Context: an optimization exercise on an open-source flow, tuned for small area. The choices shown serve that exercise and are no tape-out recipe. Only simulation tests tie the RTL to the original design; equivalence was not proved. In this run the design's own scripts or RTL, not TritonCTS, make the clock network. No driver is modelled on the clock port, so clock power and skew are understated where the tree is cut down; a real chip needs a root buffer or a tree. Power figures rest on the tool's default switching activity, not on a simulated workload.

==> flow/design.v <==
`timescale 1ns / 1ps
module matrix (
	input clk, rst,          
	input enable,
	input [3:0] in,          
	input [3:0] row,
	output buzzer,
	output [3:0] col,
	output [3:0] ctrl,
	output [7:0] segment
);
reg a0, a1, a2;
reg [2:0] c;
reg [9:0] h;
wire m4_0 = ~a1 & ~a0;
wire m4_2 = a1 & a0;
wire m4_3 = a1 & ~a0;
wire m5_4 = c[2] & ~c[1];
wire tick_disp = ~a2 & m4_3 & m5_4;
wire h_wrap = &h[9:5] & &h[2:0];
wire notstarted = &h[9:5] & h[3];
wire tick_sec = a2 & m4_3 & m5_4 & (h == 10'd499);
always @(posedge clk) begin
	if (rst) begin
		a0 <= 1'b0; a1 <= 1'b0; a2 <= 1'b0;
		c <= 3'b000;
		h <= 10'd1023;
	end
	else begin
		a0 <= ~a1;
		a1 <= a0;
		a2 <= a2 ^ m4_3;
		c <= {c[1:0], ~(c[2] | c[1])};
		if (tick_disp) begin
			if (h_wrap) h <= 10'd0;
			else h <= h + 10'd1;
		end
	end
end
wire [1:0] cidx = {a1, a1 ^ a0};
assign col = 4'b0001 << cidx;
reg [3:0] val;
always @(posedge clk) begin
	if (rst) val <= 4'h0;
	else if (row[0]) val <= {2'd0, cidx};
	else if (row[1]) val <= {2'd1, cidx};
	else if (row[2]) val <= {2'd2, cidx};
	else if (row[3]) val <= {2'd3, cidx};
end
reg [3:0] s0, s1, s2, s3;
reg buz, count;
reg decw;       
reg borrow;     
wire ld_any = tick_sec & ~enable;
wire ld0 = ld_any & (in == 4'b0001);
wire ld1 = ld_any & (in == 4'b0010);
wire ld2 = ld_any & (in == 4'b0100);
wire ld3 = ld_any & (in == 4'b1000);
wire arm = ld_any & ~(ld0 | ld1 | ld2 | ld3);
wire dec = tick_sec & enable & count;
wire zero = ({s3, s2, s1, s0} == 16'h0001);
wire active = dec | decw;
wire bin = dec | borrow;
wire [3:0] x = s0 - {3'b000, bin};
wire bout = (x == 4'd15);
wire [3:0] nv = bout ? (m4_0 ? 4'd5 : 4'd9) : x;
always @(posedge clk) begin
	s0 <= ld1 ? val : s1;
	s1 <= ld2 ? val : s2;
	s2 <= ld3 ? val : s3;
	if (notstarted) s3 <= 4'd0;
	else if (ld0) s3 <= val;
	else if (active) s3 <= nv;
	else s3 <= s0;
end
always @(posedge clk) begin
	decw <= dec | (decw & ~m4_2);
	borrow <= active & bout;
end
always @(posedge clk) begin
	if (rst) begin
		buz <= 1'b0;
		count <= 1'b0;
	end
	else if (arm) begin
		buz <= 1'b0;
		count <= 1'b1;
	end
	else if (dec & zero) begin
		buz <= 1'b1;
		count <= 1'b0;
	end
end
assign buzzer = buz;
reg [3:0] digit;
always @(*) begin
	case (h[1:0])
		2'b00: digit = s1;
		2'b01: digit = s2;
		2'b10: digit = s3;
		default: digit = s0;
	endcase
end
reg [3:0] sc;
always @(posedge clk) begin
	if (tick_disp && !(digit[3] && (digit[2] || digit[1]))) sc <= digit;
end
assign ctrl = notstarted ? 4'b1111 : ~(4'b0001 << h[1:0]);
wire w = sc[3], xx = sc[2], y = sc[1], z = sc[0];
wire sa = w | y | ~(xx ^ z);
wire sb = ~xx | ~(y ^ z);
wire sc_ = xx | ~y | z;
wire sd = w | (~xx & ~z) | (~xx & y) | (y & ~z) | (xx & ~y & z);
wire se = ~z & (~xx | y);
wire sf = w | (~y & ~z) | (xx & ~y) | (xx & ~z);
wire sg = w | (xx ^ y) | (y & ~z);
assign segment = notstarted ? 8'd0 : {sa, sb, sc_, sd, se, sf, sg, 1'b0};
endmodule
==> flow/flow/run.sh <==
#!/bin/bash
# Own layout flow: the standard ORFS flow (standard.sh), with these changes:
#  - synthesis maps with an area-oriented ABC script (flow/area.abc, run with
#    several seeds by flow/own_abc.tcl, keeping the smallest result) and without
#    the adder-cell step; everything else in synthesis is ORFS's, unchanged, so
#    the registers are the standard synthesis's;
#  - the port buffers are buf_1 cells;
#  - the clock tree is built by flow/own_cts.tcl (a root buffer and three
#    leaf buffers) in place of TritonCTS; the rest of the CTS step is ORFS's.
# Each tool's output goes to the ORFS logs under orfs/logs/; make's to flow_make.log.
set -euo pipefail
W=$(pwd)
sed -e "s#log_cmd abc {\*}\$abc_args#own_abc_best#" \
	"$FLOW_HOME/scripts/synth.tcl" > "$W/own_synth.tcl"
grep -q "own_abc_best" "$W/own_synth.tcl"
sed -e "s#source \$::env(SCRIPTS_DIR)/synth.tcl#source $W/flow/own_abc.tcl; source $W/own_synth.tcl#" \
	"$W/synth_recipe.tcl" > "$W/own_synth_recipe.tcl"
grep -q "own_synth.tcl" "$W/own_synth_recipe.tcl"
bash "$W/standard.sh" \
	SYNTH_SCRIPT="$W/own_synth_recipe.tcl" \
	ADDER_MAP_FILE= \
	BUFFER_PORTS_ARGS="-buffer_cell sky130_fd_sc_hd__buf_1" \
	PRE_CTS_TCL="$W/flow/own_cts.tcl" \
	finish > "$W/flow_make.log" 2>&1
==> flow/flow/area.abc <==
strash
&get -n
&deepsyn -T 30
&put
dch -f
amap
topo
==> flow/flow/own_abc.tcl <==
# Area-oriented technology mapping for the own flow. ABC's &deepsyn is a
# randomised search, so the mapping (flow/area.abc) is run with several seeds
# and the smallest mapped netlist is kept. Only the combinational logic
# changes: the flip-flops are already mapped when this runs.
set ::own_abc_dir [file dirname [file normalize [info script]]]
proc own_abc_area {} {
  global lib_args
  set r [tee -q -s result.string stat {*}$lib_args]
  if { ![regexp {Chip area for module[^:]*:\s*([0-9.]+)} $r -> a] } {
    error "own_abc_area: no chip area in stat output"
  }
  return $a
}
proc own_abc_best {} {
  global lib_args lib_dont_use_args
  set template [read [open [file join $::own_abc_dir area.abc]]]
  design -save own_pre_abc
  set best ""
  foreach seed {0 1 2 3 4 5 6 7} {
    set script [file join $::env(OBJECTS_DIR) own_area_seed$seed.abc]
    set f [open $script w]
    puts -nonewline $f [string map [list "&deepsyn -T 30" "&deepsyn -T 30 -S $seed"] $template]
    close $f
    design -load own_pre_abc
    log_cmd abc -script $script {*}$lib_args {*}$lib_dont_use_args
    set a [own_abc_area]
    puts "own_abc: seed $seed area $a"
    if { $best eq "" || $a < $best } {
      set best $a
      design -save own_best_abc
    }
  }
  design -load own_best_abc
  puts "own_abc: kept area $best"
}
==> flow/flow/own_cts.tcl <==
rename clock_tree_synthesis __orig_clock_tree_synthesis
proc __cts_buf {block master name x y} {
  set inst [odb::dbInst_create $block $master $name]
  $inst setLocation $x $y
  $inst setPlacementStatus PLACED
  return $inst
}
proc __cts_split {items idx k} {
  set items [lsort -integer -index $idx $items]
  set n [llength $items]
  set out {}
  for {set i 0} {$i < $k} {incr i} {
    lappend out [lrange $items [expr {$i * $n / $k}] [expr {($i + 1) * $n / $k - 1}]]
  }
  return $out
}
proc clock_tree_synthesis {args} {
  set block [ord::get_db_block]
  set db [ord::get_db]
  set leaf_master [$db findMaster sky130_fd_sc_hd__clkbuf_4]
  set clk_net [$block findNet clk]
  $clk_net setSigType CLOCK
  set sinks {}
  foreach it [$clk_net getITerms] {
    set bb [[$it getInst] getBBox]
    lappend sinks [list $it [expr {([$bb xMin] + [$bb xMax]) / 2}] [expr {([$bb yMin] + [$bb yMax]) / 2}]]
  }
  set groups {}
  foreach col [__cts_split $sinks 1 2] {
    foreach cell [__cts_split $col 2 2] { lappend groups $cell }
  }
  set k 0
  foreach g $groups {
    set sx 0; set sy 0
    set net [odb::dbNet_create $block clknet_leaf_$k]
    $net setSigType CLOCK
    foreach s $g {
      set it [lindex $s 0]
      set sx [expr {$sx + [lindex $s 1]}]
      set sy [expr {$sy + [lindex $s 2]}]
      $it disconnect
      $it connect $net
    }
    set x [expr {$sx / [llength $g]}]
    set y [expr {$sy / [llength $g]}]
    set b [__cts_buf $block $leaf_master clkbuf_leaf_$k $x $y]
    [$b findITerm A] connect $clk_net
    [$b findITerm X] connect $net
    incr k
  }
  puts "own CTS: $k clkbuf_4 on the clock port, [llength $sinks] clock pins"
}
==> flow/standard.sh <==
#!/bin/bash
# synth_recipe.tcl (not shown) runs the flow's synth.tcl, then flattens the netlist and writes it again
# the make line also repeats each setting of config.mk as NAME=value (left out here)
make -C /OpenROAD-flow-scripts/flow DESIGN_CONFIG=/design/flow/config.mk WORK_HOME=/design/flow/orfs CLKGATE_MAP_FILE= SYNTH_SCRIPT=/design/flow/synth_recipe.tcl "${@:-finish}"
==> flow/config.mk <==
export PLATFORM = sky130hd
export DESIGN_NAME = matrix
export DESIGN_NICKNAME = matrix
export VERILOG_FILES = /design/flow/design.v
export SDC_FILE = /design/flow/constraint.sdc
export NUM_CORES = 4
export LEC_CHECK = 0
export ABC_AREA = 1
export CAP_MARGIN = 20
export CORE_MARGIN = 2
export CORE_UTILIZATION = 40
export SLEW_MARGIN = 20
==> flow/constraint.sdc <==
create_clock -name core_clock -period 10.0 [get_ports {clk}]
set_input_delay 2.0000 -clock core_clock [delete_from_list [all_inputs] [get_ports {clk}]]
set_output_delay 2.0000 -clock core_clock [all_outputs]
set_load 0.01 [all_outputs]
==> results.py <==
metrics = {
    "setup_path": {
        "r2r.worst_path.cells": 16,
        "timing.critical_path.arrival_ps": 1990,
        "worst_path_max_delay_cell": "sky130_fd_sc_hd__dfxtp_1",
        "highest_cell_delay_on_the_worst_timing_path_ps": 380,
        "cp_data_required_time_ps": 8000,
        "rrSetupSlack_ps": 6530,
        "crit_path_cell_trace": "nand4_1 > nor2b_1 > nand2_1 > clkinv_1 > nor2_1 > o21a_1 > or2_0 > nor2_1 > nor2_1 > buf_1",
        "end_kind": "primary output",
        "timing.critical_path.fanout_max": 7,
        "critical_path.startpoint_type": "register",
        "crit-reg2reg-capture": "s3[2]",
        "crit_type": "register to primary output",
        "crit_start": "h[7]",
        "crit-reg2reg-launch": "a1",
        "crit_top_cell": "sky130_fd_sc_hd__nor2_1",
    },
    "detailed_routing": {
        "finalWirelength_um": 4000,
        "mean_number_of_vias_per_cell": 5.18,
        "route.vias.total": 1685,
        "detail_route.iter0.violations": 62,
        "routedWlPerCell_um": 12.3,
        "detail_route.drc_violations": 0,
        "drt-pass1-iter-count": 5,
        "ant_nets": 0,
    },
    "synthesis": {
        "synth-edff-count": 4,
        "ys_ff_latch": 44,
        "synth_sequential_area_ratio_pct": 49.1,
        "synth.area.top_cells": "sky130_fd_sc_hd__dfxtp_1 43%, sky130_fd_sc_hd__nor2_1 15%, sky130_fd_sc_hd__edfxtp_1 6.4%",
        "synthesis.instances": 244,
        "yosys-top-cells-count": "73 x sky130_fd_sc_hd__nor2_1, 40 x sky130_fd_sc_hd__dfxtp_1, 27 x sky130_fd_sc_hd__clkinv_1, 19 x sky130_fd_sc_hd__a21oi_1, 13 x sky130_fd_sc_hd__o21ai_0",
        "yosys.area.top_type_share_pct": 42.7,
        "most_frequently_used_cell_type_in_the_post_synthesis_netlist": "sky130_fd_sc_hd__nor2_1",
        "yosysWarnings": 1,
        "async_flop_share_pct": 0,
        "synth_area_per_cell_um2": 7.68,
        "postSynthNetCount": 255,
        "syn_area_um2": 1870,
        "post_synth_num_cell_types": 30,
        "ys.flop_type": "sky130_fd_sc_hd__dfxtp_1",
        "synth_top_area_cell": "sky130_fd_sc_hd__dfxtp_1",
    },
    "die": {
        "die-width_um": 72.5,
        "core_region_area_um2": 4440,
        "dieArea_um2": 5250,
        "initial_core_util_pct": 42.2,
        "num_rows": 24,
        "vertical_extent_of_the_die_um": 72.5,
        "pin_count": 28,
    },
    "worst_hold_path": {
        "min_delay_worst_endpoint": "c[0]",
        "worstHoldPathType": "register to register",
        "hold_start": "c[2]",
        "min_delay_path_depth": 1,
    },
    "placement": {
        "detailed_place.area_um2": 2030,
        "gp_congestion": 0.849,
        "place.detailed.hpwl_um": 3130,
        "place_inst": 321,
        "port_buffers": 26,
    },
    "timing": {
        "timing_hold_violations_final": 0,
        "worst_slew_margin_rel_pct": 42.2,
        "fin_crit_sh_pct": 39.9,
        "clock-skew-final_ps": 12.7,
        "setup_tns_ps": 0,
        "grt_setup_unrepaired": "no",
        "max_clock_freq_mhz": 250,
        "finalWorstPathRequiredPeriod_ps": 3990,
        "maxSlewViolCount": 0,
        "report.final.setup_viol": 0,
        "worst_slew_pin_slew_ps": 860,
    },
    "power_and_ir_drop": {
        "pwr_density_cell_nw_per_um2": 127,
        "worst_ir_drop_vdd_mv": 0.0617,
        "cellLeakagePower_nw": 0.759,
    },
    "run_status": {
        "outcome": "timing/DRC/antenna clean",
    },
    "global_routing": {
        "overflow": 0,
        "largest_net_degree_at_the_start_of_global_routing": 14,
        "grt_pass1_vias": 1507,
        "antenna_violations_before_repair": 0,
        "grtUsageTotal_pct": 16.0,
        "grt_first_pass_wirelength_um": 6900,
    },
    "clock_network": {
        "cts_setup_buffers": 0,
        "post_cts_hold_buffer_count": 0,
        "post_cts_resize_count": 0,
        "clk_latency_ps": 170,
        "cts.clk_slew.worst_paths_ps": 120,
    },
    "finish": {
        "layout-area-overhead-vs-synth_pct": 9.88,
        "fin_cells": 325,
        "drive_above_1_share_pct": 1.47,
        "post-route-cell-area_um2": 2060,
        "n_antenna_cell": 0,
        "nets": 286,
    },
    "job": {
        "cap_viol_max_count": 0,
    },
}
## per-layer routing
layer  wire [um]  GRT usage (%)  share of wire, %  vias up
li1            -              -                 -      897
met1        1980           22.4                49      740
met2        1800           28.0                45       45
met3         187           1.39               4.7        3
met4          35           1.44              0.87        0
met5           0              0                 0        -
## registers in the layout, summed over array words and instances, names as in the netlist
register / flops
decw: 1
s2: 4
buz: 1
c: 3
a0: 1
s1: 4
a1: 1
h: 10
a2: 1
s0: 4
sc: 4
s3: 4
val: 4
count: 1
borrow: 1
## cell type report
class | instances | area [um2]
multi-input combinational | 172 | 845
buffer | 4 | 30.0
inverter | 27 | 101
timing repair buffer | 26 | 97.6
fill | 480 | 2380
sequential | 44 | 921
tap | 52 | 65.1
## power breakdown
| part | switching [W] | internal (W) | total [W] |
|---|---|---|---|
| logic | 0.0000115 | 0.00000552 | 0.0000170 |
| registers | 0.00000197 | 0.000180 | 0.000182 |
| clock network | 0.0000434 | 0.0000192 | 0.0000627 |
| total | 0.0000569 | 0.000205 | 0.000262 |
## metrics by stage
step	util [%]	setup WS (ps)	power (W)	hold slack, ps
finish	46.3	6010	0.000262	434
global route	46.3	5810	0.000274	468
CTS	46.3	6210	0.000249	422
detailed placement	45.7	6240	0.000203	415
global placement	45.7	6250	0.000203	413
floorplan	-	6360	0.000197	398
## kinds of logic after synthesis
| group | Yosys count | synth area share [%] |
|---|---|---|
| and+or+nand+nor | 119 | 28.2 |
| AOI/OAI and AO/OA | 52 | 16.6 |
| DFF | 44 | 49.1 |
| buffers and inverters | 28 | 5.81 |
| other | 1 | 0.200 |
## worst max path at each step
stage	end	slack, ps	cells after the start
6_report	segment[7]	6010	10
5_1_grt	segment[7]	5810	10
4_1_cts	segment[7]	6210	10
3_5_place_dp	segment[7]	6240	10
3_3_place_gp	segment[7]	6250	10
2_1_floorplan	segment[7]	6360	8
## layout by cell type (no fill, tap or decap)
cell / count
sky130_fd_sc_hd__a2111oi_0: 1
sky130_fd_sc_hd__a211oi_1: 2
sky130_fd_sc_hd__a21oi_1: 19
sky130_fd_sc_hd__a32oi_1: 1
sky130_fd_sc_hd__a41oi_1: 1
sky130_fd_sc_hd__and2_0: 2
sky130_fd_sc_hd__and3_1: 2
sky130_fd_sc_hd__buf_1: 26
sky130_fd_sc_hd__clkbuf_4: 4
sky130_fd_sc_hd__clkinv_1: 27
sky130_fd_sc_hd__conb_1: 1
sky130_fd_sc_hd__dfxtp_1: 40
sky130_fd_sc_hd__edfxtp_1: 4
sky130_fd_sc_hd__nand2_1: 8
sky130_fd_sc_hd__nand2b_1: 2
sky130_fd_sc_hd__nand3_1: 4
sky130_fd_sc_hd__nand3b_1: 1
sky130_fd_sc_hd__nand4_1: 2
sky130_fd_sc_hd__nor2_1: 73
sky130_fd_sc_hd__nor2b_1: 3
sky130_fd_sc_hd__nor3_1: 10
sky130_fd_sc_hd__nor4_1: 5
sky130_fd_sc_hd__o21a_1: 5
sky130_fd_sc_hd__o21ai_0: 13
sky130_fd_sc_hd__o221ai_1: 2
sky130_fd_sc_hd__o22ai_1: 6
sky130_fd_sc_hd__o311ai_0: 1
sky130_fd_sc_hd__o32ai_1: 1
sky130_fd_sc_hd__or2_0: 3
sky130_fd_sc_hd__or3_1: 1
sky130_fd_sc_hd__or4_1: 3
## worst max-delay path: cells and delay by family, from the launching register on
kind	cells	cell delay, ps
buffers and inverters	2	300
and+or+nand+nor	7	1040
AOI/OAI and AO/OA	1	100
DFF	1	380

[what the ideal ports hide]
The flow's constraints put no driver on any port. The routed layout listed below was extracted and timed again, unchanged, in two steps.
Step 1 assumes that a clkbuf_16 drives the clock port and a buf_2 every other input.
Step 2 adds t to the input delays and takes it off the output delays; t is the mean of the earliest and latest rising clock arrival at the registers after step 1. Input paths then give back, and output paths get back, about the clock's delay inside the block.
Slacks: no drivers / after step 1 / after step 2; pairs: no drivers / after step 1.
shift t [ns]: 0.212
setup WS [ns]: 6.008 / 5.963 / 6.176
worst setup path at the end: register to output
worst slew at a driven data input, ns: 0.03
After both steps this run still meets setup and hold. The setup slack of this run moves by -0.045 ns with the drivers and by +0.168 ns with both steps.
